This is an optimization exercise on Yosys and OpenROAD, whose aim is small area, a short achievable clock period and few clock cycles, not a production implementation. The RTL was checked by simulation tests, not by an equivalence proof against the original design.

`design/flow/design.v`:
```
`timescale 1ns/100ps
module pipeline ( 
                 clock,
                 reset,
                 mem2proc_response,
                 mem2proc_data,
                 mem2proc_tag,
                 proc2mem_command,
                 proc2mem_addr,
                 proc2mem_data,
                 pipeline_completed_insts,
                 pipeline_error_status,
                 pipeline_commit_wr_data,
                 pipeline_commit_wr_idx,
                 pipeline_commit_wr_en,
                 pipeline_commit_NPC
                );
  input         clock;
  input         reset;
  input  [3:0]  mem2proc_response;
  input  [63:0] mem2proc_data;
  input  [3:0]  mem2proc_tag;
  output [1:0]  proc2mem_command;
  output [63:0] proc2mem_addr;
  output [63:0] proc2mem_data;
  output [3:0]  pipeline_completed_insts;
  output [3:0]  pipeline_error_status;
  output [4:0]  pipeline_commit_wr_idx;
  output [63:0] pipeline_commit_wr_data;
  output        pipeline_commit_wr_en;
  output [63:0] pipeline_commit_NPC;
  reg  [16:2] f_pc;
  reg  [63:0] f_s;
  reg         f_vc;         
  reg         f_halted;
  reg  [16:2] ras0, ras1;
  reg         rv0, rv1;
  reg         d_v;
  reg  [31:0] d_ir;
  reg  [16:2] d_npc;
  reg  [16:2] d_tgt;        
  reg         x_v;
  reg  [63:0] x_a, x_b;
  reg  [15:0] x_imm;
  reg  [16:2] x_npc;
  reg  [16:2] x_tgt;
  reg   [4:0] x_dst;
  reg         x_we;
  reg         x_ld, x_st, x_lda, x_bc, x_pt, x_jmp, x_link, x_halt, x_mul;
  reg         x_sub, x_cmp, x_logic, x_shift;
  reg   [2:0] x_cf;      
  reg   [1:0] x_lf;      
  reg         x_linv;    
  reg         x_sll, x_sra;
  reg         m_prev;
  reg         m_first;
  reg         w_v;
  reg         w_we;
  reg         w_halt;
  reg   [4:0] w_idx;
  reg  [63:0] w_data;
  reg  [16:2] w_npc;
  wire  [5:0] d_op   = d_ir[31:26];
  wire  [4:0] d_ra   = d_ir[25:21];
  wire  [4:0] d_rb   = d_ir[20:16];
  wire  [4:0] d_rc   = d_ir[4:0];
  wire  [6:0] d_fn   = d_ir[11:5];
  wire        d_lit  = d_ir[12];
  wire d_opr   = (d_op[5:2] == 4'b0100);          
  wire d_inta  = d_opr & (d_op[1:0] == 2'b00);
  wire d_intl  = d_opr & (d_op[1:0] == 2'b01);
  wire d_ints  = d_opr & (d_op[1:0] == 2'b10);
  wire d_intm  = d_opr & (d_op[1:0] == 2'b11);
  wire d_lda   = (d_op == 6'h08);
  wire d_ldq   = (d_op == 6'h29);
  wire d_stq   = (d_op == 6'h2d);
  wire d_jsr   = (d_op == 6'h1a);
  wire d_brs   = (d_op == 6'h30) | (d_op == 6'h34);
  wire d_bcnd  = (d_op[5:3] == 3'b111);
  wire d_halt  = (d_ir == 32'h0000_0555);
  wire d_isub  = d_inta & (d_fn[3:0] != 4'h0);    
  wire d_icmp  = d_inta & (d_fn[3:0] == 4'hd);
  wire  [4:0] d_dst  = d_opr ? d_rc :
                       (d_lda | d_ldq | d_jsr | d_brs) ? d_ra : 5'd31;
  wire        d_pt   = d_bcnd & d_ir[20] & ~d_tgt[16];    
  wire        d_call = (d_op == 6'h34) | (d_jsr & d_ir[14]);
  wire        d_ret  = d_jsr & (d_ir[15:14] == 2'b10);
  wire        d_rp   = d_ret & rv0 & ~ras0[16];           
  wire [63:0] rf_a, rf_b;
  wire [63:0] x_result;
  wire        rf_we;
  regfile regf_0 (.clock(clock),
                  .rda_idx(d_ra), .rda_out(rf_a),
                  .rdb_idx(d_rb), .rdb_out(rf_b),
                  .wr_en(rf_we), .wr_idx(x_dst), .wr_data(x_result));
  wire [63:0] d_a = (x_v & x_we & (x_dst == d_ra)) ? x_result : rf_a;
  wire [63:0] d_b = d_lit & d_opr ? {56'd0, d_ir[20:13]} :
                    (x_v & x_we & (x_dst == d_rb)) ? x_result : rf_b;
  wire [2:0] bd0 = {x_b[1], x_b[0], m_prev};
  wire [2:0] bd1 = {x_b[3], x_b[2], x_b[1]};
  wire b0_one = bd0[1] ^ bd0[0];
  wire b0_two = (bd0 == 3'b011) | (bd0 == 3'b100);
  wire b0_neg = bd0[2] & ~(bd0[1] & bd0[0]);
  wire b1_one = bd1[1] ^ bd1[0];
  wire b1_two = (bd1 == 3'b011) | (bd1 == 3'b100);
  wire b1_neg = bd1[2] & ~(bd1[1] & bd1[0]);
  wire [63:0] pp0 = (({64{b0_one}} & x_a) | ({64{b0_two}} & {x_a[62:0], 1'b0})) ^ {64{b0_neg}};
  wire [63:0] pp1 = ({({62{b1_one}} & x_a[61:0]) | ({62{b1_two}} & {x_a[60:0], 1'b0}), 2'b00})
                    ^ {64{b1_neg}};
  wire [63:0] acc   = w_data & {64{~m_first}};
  wire [63:0] csa_s = acc ^ pp0 ^ pp1;
  wire [63:0] csa_c = {(acc[62:0] & pp0[62:0]) | (acc[62:0] & pp1[62:0]) |
                       (pp0[62:0] & pp1[62:0]), b0_neg};
  wire m_last = (x_b[63:3] == 61'd0) | (x_b[63:3] == {61{1'b1}});
  wire x_busy = x_v & x_mul & ~m_last;
  wire [63:0] ad_a  = x_mul ? csa_s : x_a;
  wire [63:0] ad_b  = x_mul ? csa_c : (x_b ^ {64{x_sub}});
  wire        ad_ci = x_mul ? b1_neg : x_sub;
  wire [64:0] ad_s  = {1'b0, ad_a} + {1'b0, ad_b} + {64'd0, ad_ci};
  wire [63:0] sum   = ad_s[63:0];
  wire        eq  = (sum == 64'd0);
  wire        ult = ~ad_s[64];
  wire        slt = (x_a[63] ^ x_b[63]) ? x_a[63] : ult;
  wire        cmp = (x_cf[0] & eq) | (x_cf[1] & (x_cf[2] ? slt : ult));
  wire [63:0] lb   = x_b ^ {64{x_linv}};
  wire [63:0] lres = (x_lf == 2'd0) ? (x_a & lb) :
                     (x_lf == 2'd1) ? (x_a | lb) : (x_a ^ lb);
  wire        sh_fill = x_sra & x_a[63];
  reg  [63:0] sh_v, sres;
  integer k;
  always @* begin
    for (k = 0; k < 64; k = k + 1) sh_v[k] = x_sll ? x_a[63-k] : x_a[k];
    if (x_b[0]) sh_v = {{ 1{sh_fill}}, sh_v[63: 1]};
    if (x_b[1]) sh_v = {{ 2{sh_fill}}, sh_v[63: 2]};
    if (x_b[2]) sh_v = {{ 4{sh_fill}}, sh_v[63: 4]};
    if (x_b[3]) sh_v = {{ 8{sh_fill}}, sh_v[63: 8]};
    if (x_b[4]) sh_v = {{16{sh_fill}}, sh_v[63:16]};
    if (x_b[5]) sh_v = {{32{sh_fill}}, sh_v[63:32]};
    for (k = 0; k < 64; k = k + 1) sres[k] = x_sll ? sh_v[63-k] : sh_v[k];
  end
  wire [63:0] maddr = x_b + {{48{x_imm[15]}}, x_imm};
  wire [63:0] alu_out = x_logic ? lres :
                        x_shift ? sres :
                        x_cmp   ? {63'd0, cmp} : sum;
  assign x_result = x_ld   ? mem2proc_data :
                    x_lda  ? maddr :
                    x_link ? {47'd0, x_npc, 2'b00} : alu_out;
  assign rf_we = x_v & x_we & ~x_busy;
  wire a_zero = (x_a == 64'd0);
  reg  bcond;
  always @* begin
    case (x_cf[1:0])
      2'b00: bcond = ~x_a[0];
      2'b01: bcond = a_zero;
      2'b10: bcond = x_a[63];
      2'b11: bcond = x_a[63] | a_zero;
    endcase
    if (x_cf[2]) bcond = ~bcond;
  end
  wire        x_mem   = x_v & (x_ld | x_st);
  wire        j_hit   = x_pt & (x_b[15:2] == x_tgt[15:2]) & (x_b[63:16] == 48'd0);
  wire        x_redir = x_v & ((x_bc & (bcond != x_pt)) | (x_jmp & ~j_hit));
  wire [16:2] x_rtgt  = x_jmp ? {(x_b[63:16] != 48'd0), x_b[15:2]} :
                        bcond ? x_tgt : x_npc;
  wire        d_adv    = ~x_busy;
  wire        d_redir  = d_v & (d_brs | d_pt | d_rp) & ~x_redir & d_adv;
  wire        redir    = x_redir | d_redir;
  wire [16:2] d_ptgt   = d_ret ? ras0 : d_tgt;
  wire [16:2] fa       = x_redir ? x_rtgt : d_redir ? d_ptgt : f_pc;
  wire        hit      = ~redir & f_vc;
  wire        f_allow  = x_redir | ~((d_v & d_halt) | f_halted);
  wire        want     = d_adv & f_allow;
  wire        dem      = want & ~hit & ~x_mem;
  wire        deliver  = want & (hit | ~x_mem);
  wire        pref     = (~want & f_allow & ~f_vc | want & hit & fa[2]) & ~x_mem;
  wire [16:3] pcw      = f_pc[16:3];
  wire [16:3] fword    = redir ? fa[16:3] : f_vc ? pcw + 14'd1 : pcw;
  wire        f_bus    = dem | pref;
  wire [63:0] f_slot   = f_s;
  wire [31:0] f_inst   = hit ? (fa[2] ? f_slot[63:32] : f_slot[31:0]) :
                               (fa[2] ? mem2proc_data[63:32] : mem2proc_data[31:0]);
  wire [16:2] fa_inc   = fa + 15'd1;
  wire [21:0] f_t22    = {7'b0, fa_inc} + {f_inst[20], f_inst[20:0]};
  wire [16:2] f_tgt    = {(f_t22[21:14] != 8'd0), f_t22[13:0]};
  wire [16:3] st_w     = {(maddr[63:16] != 48'd0), maddr[15:3]};
  wire [16:3] faw      = fa[16:3];
  wire        st_c     = x_v & x_st & (st_w == faw);
  wire        st_n     = x_v & x_st & (st_w == faw + 14'd1);
  wire        cvalid   = ((~redir & f_vc & ~pref) | dem | (pref & ~f_vc)) & ~st_c;
  wire        nvalid   = (pref & f_vc) & ~st_n;
  wire        f_next_w = deliver & fa[2];
  assign proc2mem_command = x_mem ? (x_st ? 2'h2 : 2'h1) : 2'h1;
  assign proc2mem_addr    = x_mem ? maddr : {47'd0, fword, 3'b000};
  assign proc2mem_data    = x_a;
  assign pipeline_completed_insts = {3'b0, w_v};
  assign pipeline_error_status = (w_v & w_halt) ? 4'h2 :
                                 (mem2proc_response == 4'h0) ? 4'h1 :
                                 4'h0;
  assign pipeline_commit_wr_idx  = w_idx;
  assign pipeline_commit_wr_data = w_data;
  assign pipeline_commit_wr_en   = w_we;
  assign pipeline_commit_NPC     = {47'd0, w_npc, 2'b00};
  always @(posedge clock) begin
    if (reset) begin
      f_pc     <= 15'd0;
      f_vc     <= 1'b0;
      f_halted <= 1'b0;
      rv0      <= 1'b0;
      rv1      <= 1'b0;
      d_v      <= 1'b0;
      x_v      <= 1'b0;
      w_v      <= 1'b0;
    end else begin
      f_pc <= deliver ? fa_inc : fa;
      f_vc <= f_next_w ? nvalid : cvalid;
      if (d_adv & d_v & ~x_redir) begin
        if (d_call) begin
          rv0 <= 1'b1; rv1 <= rv0;
        end else if (d_ret) begin
          rv0 <= rv1; rv1 <= 1'b0;
        end
      end
      if (d_adv) begin
        d_v <= deliver;
        x_v <= d_v & ~x_redir;
        if (d_v & d_halt & ~x_redir)
          f_halted <= 1'b1;
      end
      w_v <= x_v & ~x_busy;
    end
  end
  always @(posedge clock) begin
    if (f_bus) f_s <= mem2proc_data;
    if (deliver) begin
      d_ir  <= f_inst;
      d_npc <= fa_inc;
      d_tgt <= f_tgt;
    end
    if (d_adv & d_v & ~x_redir) begin
      if (d_call) begin
        ras0 <= d_npc; ras1 <= ras0;
      end else if (d_ret) begin
        ras0 <= ras1;
      end
    end
    m_first <= d_adv;
    if (d_adv) begin
      x_a     <= d_a;
      x_b     <= d_b;
      x_imm   <= d_ir[15:0];
      x_npc   <= d_npc;
      x_tgt   <= d_ptgt;
      x_dst   <= d_dst;
      x_we    <= (d_dst != 5'd31);
      x_ld    <= d_ldq;
      x_st    <= d_stq;
      x_lda   <= d_lda;
      x_bc    <= d_bcnd;
      x_pt    <= d_pt | d_rp;
      x_jmp   <= d_jsr;
      x_link  <= d_jsr | d_brs;
      x_halt  <= d_halt;
      x_mul   <= d_intm;
      x_sub   <= d_isub;
      x_cmp   <= d_icmp;
      x_logic <= d_intl;
      x_shift <= d_ints;
      x_cf    <= d_bcnd ? d_ir[28:26] : {d_fn[6], d_fn[6] | d_fn[4], d_fn[5]};
      x_lf    <= d_fn[6] ? 2'd2 : d_fn[5] ? 2'd1 : 2'd0;
      x_linv  <= d_fn[3];
      x_sll   <= (d_fn[3:0] == 4'h9);
      x_sra   <= (d_fn[3:0] == 4'hc);
      m_prev  <= 1'b0;
    end else begin
      x_a    <= {x_a[59:0], 4'b0};
      x_b    <= {{4{x_b[63]}}, x_b[63:4]};
      m_prev <= x_b[3];
    end
    w_we   <= x_we;
    w_idx  <= x_dst;
    w_data <= x_result;
    w_npc  <= x_npc;
    w_halt <= x_halt;
  end
endmodule
`timescale 1ns/100ps
module regfile(clock, rda_idx, rda_out, rdb_idx, rdb_out, wr_en, wr_idx, wr_data);
  input         clock;
  input   [4:0] rda_idx, rdb_idx, wr_idx;
  input         wr_en;
  input  [63:0] wr_data;
  output [63:0] rda_out, rdb_out;
  reg    [63:0] registers [0:30];
  reg    [63:0] rda_out, rdb_out;
  integer i;
  always @* begin
    rda_out = 64'd0;
    rdb_out = 64'd0;
    for (i = 0; i < 31; i = i + 1) begin
      rda_out = rda_out | ({64{rda_idx == i}} & registers[i]);
      rdb_out = rdb_out | ({64{rdb_idx == i}} & registers[i]);
    end
  end
  always @(posedge clock)
    if (wr_en && wr_idx != 5'd31)
      registers[wr_idx] <= wr_data;
endmodule
```
`design/flow/flow/run.sh`:
```
#!/bin/bash
# The standard layout (the standard.sh: standard synthesis, floorplan, placement, CTS,
# routing) with two changes to how ORFS optimises it:
#  - repair_timing is asked for a setup slack margin of 9.6 ns, so that it sizes and
#    buffers the logic for a shorter achieved period;
#  - the port buffers that global placement inserts on every input and output are
#    sky130_fd_sc_hd__buf_4 instead of the default delay buffer.
# The SDC, the clock period and every other setting are the standard flow's. The full make output goes
# to standard.log here; ORFS keeps each step's own log under orfs/logs.
set -euo pipefail
bash standard.sh SETUP_SLACK_MARGIN=9.6 "BUFFER_PORTS_ARGS=-buffer_cell sky130_fd_sc_hd__buf_4" finish > standard.log 2>&1
```
`design/flow/standard.sh`:
```
#!/bin/bash
# synth_recipe.tcl (not shown) runs the flow's synth.tcl, then flattens the netlist and writes it again
# the make line also repeats each setting of config.mk as NAME=value (left out here)
make -C /OpenROAD-flow-scripts/flow DESIGN_CONFIG=/design/flow/config.mk WORK_HOME=/design/flow/orfs CLKGATE_MAP_FILE= SYNTH_SCRIPT=/design/flow/synth_recipe.tcl "${@:-finish}"
```
`design/flow/config.mk`:
```
export PLATFORM = sky130hd
export DESIGN_NAME = pipeline
export DESIGN_NICKNAME = pipeline
export VERILOG_FILES = /design/flow/design.v
export SDC_FILE = /design/flow/constraint.sdc
export NUM_CORES = 4
export LEC_CHECK = 0
export CAP_MARGIN = 20
export CORE_MARGIN = 2
export CORE_UTILIZATION = 45
export CTS_CLUSTER_DIAMETER = 180
export CTS_CLUSTER_SIZE = 18
export SLEW_MARGIN = 20
```
`design/flow/constraint.sdc`:
```
create_clock -name core_clock -period 17.0 [get_ports {clock}]
set_input_delay 3.4000 -clock core_clock [delete_from_list [all_inputs] [get_ports {clock}]]
set_output_delay 3.4000 -clock core_clock [all_outputs]
set_load 0.01 [all_outputs]
```
==> summary.txt, run 1 <==
The min-delay analysis places its worst path in the category reg -> reg. The area growth from synthesis to layout is 14.8%. The data arrival time of the critical path came out at 4.53 ns. The placer congestion estimate came out at 1.08.

The met3 layer wire length in the routed design came out at 138000 um. The flow ran to the end and the layout has no timing, DRC or antenna violations. The final setup skew is 0.0842 ns. The tightest hold path in the finished design has a slack of 0.352 ns. After clock tree synthesis, the clock-pin slew on the worst setup and hold paths is 0.09 ns. In the final routing, the length of wire on met1 measures 233000 um.

Across all layers, the routed design uses 122000 vias. The iteration count of the initial detailed-routing pass came out at 13. The TritonCTS clock tree is built. The final hold violation count came out at 0. Yosys attributes the largest share of cell area to edfxtp_1 52%, a22oi_1 4.7%, a221oi_1 4.2%. The total of max-cap violations came out at 0. Once routing completed, OpenROAD measured the worst setup slack at 9.07 ns. The remaining antenna violation count after routing is 0.

The total number of H-tree levels came out at 4. The starting utilization of the core area came out at 45.1%. The maximum number of pins on one net before global-route repair came out at 185. The number of synthesized flops with an enable pin came out at 2213. The setup TNS came out at 0 ns.

The starting DRC count in detailed routing is 28400. Global routing consumed, over all layers together, 48.8% of the routing resources. The number of top-level pins came out at 346. The total area inside the core boundary comes to 0.285 mm2. The final instance area is 0.148 mm2. The worst-case setup slack after placement came out at 7.50 ns. The maximum clock rate came out at 126 MHz. The number of buffers on the longest clock path came out at 4.

The full die area came out at 0.290 mm2. The clock sink total came out at 2450. The post-route DRC violation count is 0. Sequential elements use 55.4% of the synthesized area. Clock tree synthesis selected as its root buffer the cell clkbuf_16. The critical-path maximum fanout came out at 7. The worst path in the final design needs a cycle of 7.93 ns, including I/O delays and setup. The first global-routing pass estimated 970000 um of wire. The floorplan die height is 538 um. The fraction of registers with async set or reset after synthesis is 0%. For this run, the post-layout net count is 11500. The count of synthesis-stage warnings from yosys came out at 2. The number of antenna violations at the first check in global routing is 83. In the synthesized netlist the dominant register cell turns out to be edfxtp_1. The number of slew-limit violations in the final report came out at 0. The routed via count divided by cell count is 8.15.

Setup repair after global routing could not meet its margin everywhere. The total length of routed wires came out at 739000 um. The highest layer touched by signal routing is met5.

The critical path is of the reg -> out type. The post-detailed-placement half-perimeter wirelength is 426000 um. The critical path endpoint category is an output port. The startpoint type of the worst setup path is a register.

For the worst setup path, the data required time is 13.60 ns. Clock latency on the worst-skew pair, taken at its later pin, is 0.92 ns. The average instance in the mapped netlist occupies 11.9 um2. After clock tree synthesis, the flow added hold-fix buffers numbering 0. The synthesized design devotes to its leading area cell type 51.7% of total area. Synthesis produced 10800 cells. The total overflow reported by the global router is 0. For the pin with the worst max-slew slack, the measured transition is 1.36 ns.

After floorplanning, the core was divided into 196 placement rows. In this run the tool buffered the top-level ports with 287 buffer cells. The final setup violation count is 0. The number of global-route vias before repair came out at 110000. Synthesis inferred 2450 register bits. The fraction of layout instances using a drive strength above 1 is 18.3%. In this run the cell area measured after placement is 0.137 mm2. The met2 wire length is 286000 um. The biggest area contributor in the post-synthesis netlist is edfxtp_1.

The area of the mapped netlist came out at 0.129 mm2. The routed length per instance came out at 49.4 um. The count of distinct cell types in the synthesized netlist came out at 113. The die width is 538 um. The worst slew slack as a fraction of its limit came out at 8.56%. In the layout the commonest cells are 2213 x edfxtp_1, 830 x buf_4, 803 x a22oi_1, 601 x a221oi_1, 594 x nand2_1. In the finished design, the share of the clock period the worst path needs comes to 46.7%.

The clock buffer count from CTS came out at 162. The library cell used most frequently in the layout, excluding fill and tap cells, is edfxtp_1.
## cell type report
cell class	count	area (um2)
inverter	241	981
tap	3762	4710
timing repair buffer	998	9080
sequential	2450	71300
clock inverter	5	61.3
antenna	66	165
timing repair inverter	9	72.6
multi-input combinational	7224	56800
clock buffer	222	4390
fill	24400	137000
## synthesized netlist by cell type (198+ instances only)
cell,count
nand3_1,284
edfxtp_1,2213
a221oi_1,609
nor2_1,625
nand4_1,305
dfxtp_1,237
inv_1,234
a22o_1,571
nand2_1,604
xnor2_1,255
o21ai_0,324
a22oi_1,804
ha_1,277
clkbuf_1,712
a21oi_1,476
xor2_1,198
## kinds of logic after synthesis
| kind of cell | count (synthesis) | synth area share [%] |
|---|---|---|
| AND/OR/NAND/NOR | 2385 | 8.94 |
| flip-flops | 2450 | 55.4 |
| multiplexers | 380 | 4.04 |
| AO/OA/AOI/OAI | 3604 | 21.1 |
| adder cells (fa/ha/maj) | 344 | 3.74 |
| XOR/XNOR | 453 | 3.09 |
| buffers and inverters | 1174 | 3.72 |
| other | 1 | 0.00292 |
## worst max-delay path, stage by stage (launching register included)
cell and delay (ns):
edfxtp_1 0.39, buf_6 0.17, buf_12 0.16, buf_4 0.14, ha_4 0.30, nand2_4 0.09
or3_4 0.42, a311oi_4 0.28, a2111oi_4 0.12, buf_4 0.16, o311a_1 0.38, nor2_1 0.21
xnor2_2 0.27, nor2_2 0.37, buf_4 0.19
## metal layers
layer / vias to the layer above / track usage (%)
met5: - / 1.35
met4: 62 / 39.5
met3: 4467 / 25.5
met2: 14600 / 66.3
met1: 59100 / 57.0
li1: 43800 / -
## sequential cells by signal, indices dropped and copies added, names as in the netlist, 16 cells and up
| name | cells |
|---|---|
| x_imm | 16 |
| f_s | 64 |
| x_a | 64 |
| d_ir | 32 |
| x_b | 64 |
| regf_0.registers | 1984 |
| w_data | 64 |
## stage by stage
step	utilization, %	cells
after floorplan	-	10800
after global placement	48.0	14400
after detailed placement	48.0	14400
after CTS	51.1	14800
after global routing	51.8	14900
final	51.8	15000
## final timing paths
| kind | from | to | slack [ns] | depth (start not counted) |
|---|---|---|---|---|
| max | x_imm[15] | proc2mem_addr[35] | 9.07 | 14 |
| min | x_halt | w_halt | 0.35 | 0 |
| max reg2reg | x_b[1] | x_a[37] | 9.30 | 23 |
| min reg2reg | x_halt | w_halt | 0.35 | 0 |
## timing repair
action,CTS,global route
setup endpoints to repair,1442,540
buffers inserted,169,82
gates resized for setup,603,219
pin swaps,96,87
cloned,19,4
Testbench counts, summed over its fixed seeds: cycles 130,316.
==> run 2, diff against run 1 <==
--- a/design/flow/design.v
+++ b/design/flow/design.v
@@ -140,3 +140,7 @@
   end
-  wire [63:0] maddr = x_b + {{48{x_imm[15]}}, x_imm};
+  wire [16:0] ma_lo = {1'b0, x_b[15:0]} + {1'b0, x_imm};
+  wire [47:0] ma_up = x_b[63:16] + 48'd1;
+  wire [47:0] ma_dn = x_b[63:16] - 48'd1;
+  wire [63:0] maddr = {(ma_lo[16] & ~x_imm[15]) ? ma_up :
+                       (~ma_lo[16] & x_imm[15]) ? ma_dn : x_b[63:16], ma_lo[15:0]};
   wire [63:0] alu_out = x_logic ? lres :
--- a/design/flow/config.mk
+++ b/design/flow/config.mk
@@ -9,3 +9,3 @@
 export CORE_MARGIN = 2
-export CORE_UTILIZATION = 45
+export CORE_UTILIZATION = 50
 export CTS_CLUSTER_DIAMETER = 180
==> run 2 against run 1 <==
  * The layout now fails its checks (capacitance limit, slew limit)
  * Non-clock buffer count rose by 32
  * Clock skew up 0.039 ns
  * Routed wire length grew 1.9%
  * Register-to-register slack got worse by 0.11 ns
  * Cell count shrank 4.7%
  * Highest routed layer unchanged
==> summary.txt, run 2 <==
The post-detailed-placement half-perimeter wirelength came out at 447000 um (+5.1%). The placer congestion estimate came out at 1.08 (-0.57%). The total number of H-tree levels was 4 (unchanged). The full die area is 0.256 mm2 (-12%). The actual slew at the worst max-slew pin came out at 1.57 ns (+0.214 ns). The number of antenna violations at the first check in global routing came out at 110 (+33%). The instance count of the mapped netlist is 10500 (-2.9%). The part of the Yosys area used for sequential elements is 56.5% (+1.1 points). The xor-xnor portion of the synthesized cell area came out at 3.05% (-0.036 points). The worst slack on hold paths is 0.357 ns (+0.00510 ns). The later-pin clock latency in the skew report was 0.92 ns (about the same). The flow ran to the end, but the layout failed its checks.

The starting utilization of the core area is 50.2% (+5.1 points). The commonest cells after synthesis are 2213 x edfxtp_1, 837 x a22oi_1, 707 x clkbuf_1, 618 x nor2_1, 571 x a221oi_1. The die width was 506 um (-6.0%). In this run the clock root is driven by a clkbuf_16. The count of nets after finishing is 11200 (-3.0%). The worst hold path depth came to 0 (unchanged). The number of register bits inferred by synthesis is 2450 (unchanged). The adder-cell share of the synthesized area is 3.37% (-0.37 points).

The count of synthesis-stage warnings from yosys came out at 2 (unchanged). The top cell type's share of synthesized area is 52.7% (+1.0 points).

The largest register by flop count is regf_0.registers. The worst stage delay on the critical path came out at 0.46 ns (+0.04 ns). In the layout the commonest cells are 2213 x edfxtp_1, 861 x buf_4, 834 x a22oi_1, 568 x a221oi_1, 550 x a22o_1.

In the post-synthesis netlist, the biggest area contributors are edfxtp_1 53%, a22oi_1 5.0%, a221oi_1 4.0%. The post-route DRC violation count is 0 (unchanged). The number of top-level pins came to 346 (unchanged).

By instance count, the cell type seen most on the critical path is buf_4. The remaining antenna violation count after routing is 0 (unchanged). The required time of the worst setup path came out at 13.60 ns (about the same). The routed length per instance came out at 52.8 um (+6.9%). The number of synthesized flops with an enable pin is 2213 (unchanged). The area taken by flip-flops and latches is 0.0713 mm2 (about the same). Among all stages on the critical path, the largest delay is contributed by buf_4. The critical-path maximum fanout is 11 (+4). The critical path buffer and inverter count came out at 3 (-2). The share of the clock period used by the worst path after layout was 46.2% (-0.49 points). The total length of routed wires is 753000 um (+1.9%). The clock sink total came out at 2450 (unchanged). Leaving out fill and tap cells, the most frequent cell in the layout is edfxtp_1. The number of slew-limit violations in the final report came out at 3 (+3). The final setup violation count came to 0 (unchanged). The filler cell count in the final layout came out at 20600 (-16%). The checks that failed were capacitance limit, slew limit.

The post-cts hold buffer count came out at 0 (unchanged). The TritonCTS clock tree is built. The area taken by multi-input logic gates is 0.0539 mm2 (-5.1%). The worst reg2reg path depth came out at 24 (+4.3%). The site row count came out at 184 (-6.1%). The area of the core is 0.251 mm2 (-12%). The final instance area was 0.144 mm2 (-2.3%).

The fraction of layout instances using a drive strength above 1 came out at 17.8% (-0.52 points). The data arrival time of the critical path was 4.45 ns (-0.08 ns). The share of cell area taken by muxes after synthesis is 3.84% (-0.20 points). The total cell area at the placement stage came out at 0.134 mm2 (-1.9%).

The number of gates on the worst path with buffers counted came out at 13 (-1). The area fraction in compound gates after synthesis is 20.4% (-0.64 points). The setup TNS came out at 0 ns (unchanged). The overall via count from detail_route is 120000 (-1.4%). The worst setup path is of the reg -> out kind. The path class of the tightest hold or removal check is reg -> reg. The area of the mapped netlist is 0.126 mm2 (-2.0%). The routed via count divided by cell count is 8.43 (+3.4%). The critical path endpoint category is an output port.

The wire length of the first global-routing pass was 973000 um (+0.25%). The signal on the critical path passes through buf_4 > and4_1 > nand4_1 > nor2_2 > a31oi_4 > and2_4 > buf_4 > nor3_1 > nor3_1 > a22oi_2 > mux2_2 > a21oi_2 > buf_4. The floorplan die height is 506 um (-6.0%).

The worst setup path is launched from a register. The number of buffers inserted by port buffering is 287 (unchanged). The simple-gate share of the synthesized area came to 9.04% (+0.11 points). The clock transition time at the flip-flop clock pins of the worst setup and hold paths is 0.08 ns (about the same).

The cell family contributing the most delay on the critical path is simple AND/OR/NAND/NOR gates. The iteration count of the initial detailed-routing pass was 14 (+1). The final hold violation count is 0 (unchanged).

The biggest area consumer among synthesized cells is edfxtp_1. The maximum clock rate is 127 MHz (+1.1%). The count of distinct cell types in the synthesized netlist is 106 (-6.2%). The total of max-cap violations is 1 (+1). The worst slew slack as a fraction of its limit is -5.87% (-14 points). Setup repair after global routing could not meet its margin everywhere. The fraction of registers with async set or reset after synthesis is 0% (unchanged). The number of buffers on the longest clock path came to 3 (-1). The flip-flop count of the largest register after layout is 1984 (unchanged). The mean post-synth cell area came out at 12.0 um2 (+0.96%). The maximum number of pins on one net before global-route repair is 150 (-19%). The most used flip-flop cell after synthesis is edfxtp_1.

Compared with the post-synthesis result, the final layout area differs by 14.5%. The utilization after layout is 57.5% (+5.6 points). The total overflow reported by the global router came out at 0 (unchanged). The post-layout minimum cycle time came out at 7.85 ns (-0.0830 ns). The final setup skew is 0.123 ns (+0.0385 ns).

By area, the combinational part of the netlist is dominated by compound AO/OA/AOI/OAI gates. The overall track demand over capacity in global routing is 56.4% (+7.6 points). Among all cell types in the netlist, the one instantiated most often is edfxtp_1. The starting DRC count in detailed routing is 30400 (+7.2%). The number of global-route vias before repair was 107000 (-3.3%). The clock buffer count from CTS was 155 (-4.3%).
run 2: changes by cell type after synthesis, moves of 24 or more:
cell	previous run	this run
ha_1	277	232
nand3_1	284	308
a22oi_1	804	837
nand2_1	604	548
a21o_1	72	40
nand4_1	305	267
a221oi_1	609	571
a21oi_1	476	451
mux2_2	121	76
buf_1	118	156
run 2: kinds of logic (layout without fill, tap and decap cells):
| family | Yosys count | count (layout) |
|---|---|---|
| xor gates and xnor gates | 439 | 439 |
| DFF | 2450 | 2450 |
| and+or+nand+nor | 2337 | 2340 |
| buffers and inverters | 1181 | 1482 |
| AOI/OAI and AO/OA | 3429 | 3432 |
| adders and majority gates | 299 | 299 |
| muxes | 343 | 343 |
| other | 1 | 137 |
run 2: repair_timing:
action	4_1_cts	5_1_grt
setup buffers	155	89
cloned	14	9
gates resized for setup	371	237
pin swaps	89	93
endpoints found under the setup margin	1690	631
run 2: worst paths after layout:
check | startpoint | slack, ns | end
max | x_b[19] | 9.15 | proc2mem_addr[11]
min | x_halt | 0.36 | w_halt
max reg2reg | x_b[2] | 9.19 | x_a[53]
min reg2reg | x_halt | 0.36 | w_halt
run 2: metal layers:
metal	wire length (um)	share of wire, %	global-route usage, %	up-vias
met2	289000	38	75.5	14800
met5	1460	0.19	2.17	-
met3	141000	19	29.2	4698
li1	-	-	-	42500
met4	85500	11	46.2	84
met1	237000	31	66.8	58300
run 2: final cells by class:
cell class	count	area share, %
Antenna cell	83	0.144
Clock buffer	195	2.82
Clock inverter	19	0.281
Inverter	232	0.641
Multi-Input combinational cell	6907	37.4
Sequential cell	2450	49.4
Tap cell	3348	2.90
Timing Repair Buffer	1030	6.41
Timing Repair inverter	6	0.0330
run 2: per-stage QoR:
stage	setup slack (ns)	cells
5_1_grt	9.14	14200
3_3_place_gp	7.78	13700
4_1_cts	9.17	14100
2_1_floorplan	9.54	10500
3_5_place_dp	7.67	13700
6_report	9.15	14300
Testbench counts of run 2, summed over its fixed seeds: cycles 130,316.
==> run 3, diff against run 2 <==
==> design/flow/config.mk (replaced) <==
export PLATFORM = sky130hd
export DESIGN_NAME = pipeline
export DESIGN_NICKNAME = pipeline
export VERILOG_FILES = /design/flow/design.v
export SDC_FILE = /design/flow/constraint.sdc
export NUM_CORES = 4
export LEC_CHECK = 0
export CAP_MARGIN = 30
export CORE_MARGIN = 2
export CORE_UTILIZATION = 40
export SLEW_MARGIN = 30
==> run 3 against run 2 <==
  * Now clean on timing, DRC and antenna
  * Via count is 0.64% higher
  * Cell count rose by 7.5%
  * Flip-flop and latch count did not move
==> summary.txt, run 3 <==
The placer congestion estimate is 1.06 (-1.3%). The clock transition time at the flip-flop clock pins of the worst setup and hold paths came out at 0.06 ns (-0.02 ns). The number of slew-limit violations in the final report came to 0 (-3).

The number of synthesized flops with an enable pin came out at 2213 (unchanged). The critical path endpoint category is an output port. Ranked by instance count, the synthesized netlist is headed by 2213 x edfxtp_1, 837 x a22oi_1, 707 x clkbuf_1, 618 x nor2_1, 571 x a221oi_1.

The mean post-synth cell area came to 12.0 um2 (unchanged). The final hold violation count is 0 (unchanged). The critical-path maximum fanout came out at 7 (-4). The actual slew at the worst max-slew pin is 1.31 ns (-0.261 ns). The number of register bits inferred by synthesis came to 2450 (unchanged). The routed via count divided by cell count came out at 7.89 (-6.3%).

regf_0.registers holds more flip-flops than any other register. The clock buffer count from CTS is 267 (+72%). The routed length per instance is 49.9 um (-5.4%). The post-route DRC violation count is 0 (unchanged). The share of the clock period used by the worst path after layout is 46.2% (+0.052 points).

The fraction of registers with async set or reset after synthesis came out at 0% (unchanged). The critical path class is reg -> out. The wire length of the first global-routing pass is 990000 um (+1.8%). The count of synthesis-stage warnings from yosys came out at 2 (unchanged).

The top cell type's share of synthesized area is 52.7% (unchanged). The TritonCTS clock tree is built. The number of buffers inserted by port buffering was 287 (unchanged).

The clock sink total came out at 2450 (unchanged). The number of buffers on the longest clock path came out at 4 (+1). The worst stage delay on the critical path is 0.61 ns (+0.15 ns).

The site row count came out at 206 (+12%). The overall track demand over capacity in global routing was 46.0% (-10 points). The count of nets after finishing came out at 11300 (+0.99%). The overall via count from detail_route came out at 121000 (+0.64%).

The startpoint type of the worst setup path is a register. The data arrival time of the critical path is 4.46 ns (about the same). Traced cell by cell, the critical path runs through or3_1 > nor4_4 > nand4b_4 > or4_4 > a21oi_4 > buf_6 > a211oi_2 > a21o_2 > o211ai_1 > o21ai_2 > buf_4. The post-layout minimum cycle time was 7.86 ns (+0.00885 ns). The post-detailed-placement half-perimeter wirelength is 450000 um (+0.65%). The floorplan die height is 565 um (+12%).

By area the synthesized netlist is led by edfxtp_1 53%, a22oi_1 5.0%, a221oi_1 4.0%. The worst slack on hold paths is 0.351 ns (-0.00603 ns). The number of antenna violations at the first check in global routing is 109 (-0.91%). The final instance area came to 0.150 mm2 (+3.8%). The setup TNS came out at 0 ns (unchanged).

The root buffer cell is clkbuf_16. The non-filler instance count after layout came to 15300 (+7.5%). In this design, the largest share of critical-path delay is due to simple AND/OR/NAND/NOR gates. The area of the mapped netlist came out at 0.126 mm2 (unchanged). The flip-flop count of the largest register after layout came to 1984 (unchanged). The remaining antenna violation count after routing came to 0 (unchanged). The starting utilization of the core area is 40.1% (-10 points). The total cell area at the placement stage is 0.135 mm2 (+1.1%). For this run, the leading register cell type out of synthesis is edfxtp_1. The critical path buffer and inverter count is 2 (-1). The number of global-route vias before repair came to 109000 (+1.9%). The later-pin clock latency in the skew report is 0.90 ns (-0.02 ns). The full die area was 0.320 mm2 (+25%). The area growth from synthesis to layout came out at 18.8%.

The maximum clock rate is 127 MHz (-0.11%). The required time of the worst setup path came out at 13.60 ns (about the same). The final setup violation count is 0 (unchanged).

The total number of H-tree levels came out at 5 (+1). The die width is 565 um (+12%). The library cell used most frequently in the layout, excluding fill and tap cells, is edfxtp_1. The fraction of layout instances using a drive strength above 1 is 19.6% (+1.8 points). The part of the Yosys area used for sequential elements is 56.5% (unchanged).

The instance count of the mapped netlist is 10500 (unchanged). The worst slew slack as a fraction of its limit came out at 12.6% (+18 points). The maximum number of pins on one net before global-route repair is 140 (-6.7%). The number of top-level pins is 346 (unchanged).

Among all stages on the critical path, the largest delay is contributed by or4_4. Setup repair after global routing could not meet its margin everywhere. The iteration count of the initial detailed-routing pass is 13 (-1). Leaving out fill and tap cells, the most frequent cells in the layout are 2213 x edfxtp_1, 834 x a22oi_1, 821 x buf_4, 569 x a221oi_1, 550 x a22o_1. The final worst slack is 9.14 ns (-0.00885 ns). The largest total area in the synthesized netlist belongs to edfxtp_1. The total placed cells including tap cells is 14500 (+6.1%). The worst-case setup slack after placement was 6.57 ns (-1.10 ns). The final setup skew is 0.0706 ns (-0.0521 ns). The total of max-cap violations is 0 (-1). The most common cell in the synthesized netlist is edfxtp_1.

The starting DRC count in detailed routing is 29400 (-3.4%). The total length of routed wires is 766000 um (+1.7%). The utilization after layout came out at 47.6% (-9.8 points). The flow ran to the end and the layout has no timing, DRC or antenna violations. The area of the core is 0.314 mm2 (+25%). The count of distinct cell types in the synthesized netlist is 106 (unchanged). The total overflow reported by the global router is 0 (unchanged).

The worst hold path belongs to the class reg -> reg.
run 3: per-layer routing:
layer / vias to the layer above / GRT usage [%] / part of all wire [%]
li1: 42900 / - / -
met1: 58600 / 53.3 / 32
met2: 14800 / 62.4 / 38
met3: 4636 / 23.6 / 18
met4: 51 / 38.8 / 11
met5: - / 1.09 / 0.12
run 3: final cells by class:
cell class                      instances  area, um2
Timing Repair inverter                  5       40.0
Clock inverter                        142       1490
Inverter                              232        930
Sequential cell                      2450      71200
Multi-Input combinational cell       6909      54000
Fill cell                           27800     165000
Antenna cell                           79        198
Timing Repair Buffer                 1027       9500
Clock buffer                          330       7090
Tap cell                             4160       5200
run 3: cell families (layout without fill, tap and decap cells):
| family | Yosys count | count (layout) | synth area share (%) |
|---|---|---|---|
| AOI/OAI and AO/OA | 3429 | 3433 | 20.4 |
| DFF | 2450 | 2450 | 56.5 |
| and+or+nand+nor | 2337 | 2339 | 9.04 |
| buffers and inverters | 1181 | 1736 | 3.75 |
| xor gates and xnor gates | 439 | 439 | 3.05 |
| muxes | 343 | 345 | 3.84 |
| adders and majority gates | 299 | 299 | 3.37 |
| other | 1 | 133 | 0.00298 |
run 3: what timing repair did:
action / 4_1_cts / 5_1_grt
cloned: 17 / 6
buffers inserted: 145 / 72
resized for setup: 413 / 247
pin swaps: 91 / 87
setup endpoints to repair: 1841 / 573
hold buffers: 0 / 0
run 3: worst register-to-register path: stages (launching register included):
cell and delay, ns:
dfxtp_2 0.34, buf_12 0.17, buf_4 0.20, buf_4 0.13
buf_4 0.19, mux2_2 0.48, buf_12 0.25, a22oi_1 0.32
xnor2_1 0.13, fa_1 0.54, a21oi_1 0.08, ha_1 0.48
a21o_1 0.24, a31oi_1 0.31, o21ai_0 0.19, a21oi_1 0.23
o21a_1 0.34, a21oi_4 0.14, or3_1 0.42, a31oi_4 0.73
a21o_1 0.31, o311ai_4 0.13, buf_4 0.29, o22ai_4 0.63
a21oi_1 0.14
run 3: path summary, 6_finish.rpt:
kind,to,slack [ns],startpoint,cells past startpoint
worst min register to register,w_halt,0.35,x_halt,0
worst max register to register,x_a[41],9.48,x_b[1],24
worst min-delay path,w_halt,0.35,x_halt,0
worst max-delay path,proc2mem_addr[9],9.14,x_b[45],11

## re-timing with driven ports
The results above use ideal ports. As a check the final layouts listed here were re-extracted and re-timed, cells and wires unchanged.
Step 1: set_driving_cell puts a clkbuf_16 on clock and a buf_2 on each other input, an assumption about the parent block.
Step 2 moves the port delays by t, midway between the first and last clock arrival at a register: inputs arrive t later, outputs are due t later. That takes back most of the time a late clock gives input paths.
Slacks: no drivers / after step 1 / after step 2; pairs: no drivers / after step 1.
run | t (ns) | slack for setup (ns) | hold slack, ns | slew at the worst register clock pin (ns)
run 1 | 0.987 | 9.069 / 8.957 / 9.260 | 0.352 / 0.352 / 0.352 | 0.12 / 0.12
run 2 | 0.964 | 9.152 / 9.051 / 9.190 | 0.357 / 0.357 / 0.357 | 0.11 / 0.11
run 3 | 0.967 | 9.143 / 9.043 / 9.349 | 0.351 / 0.351 / 0.351 | 0.08 / 0.08
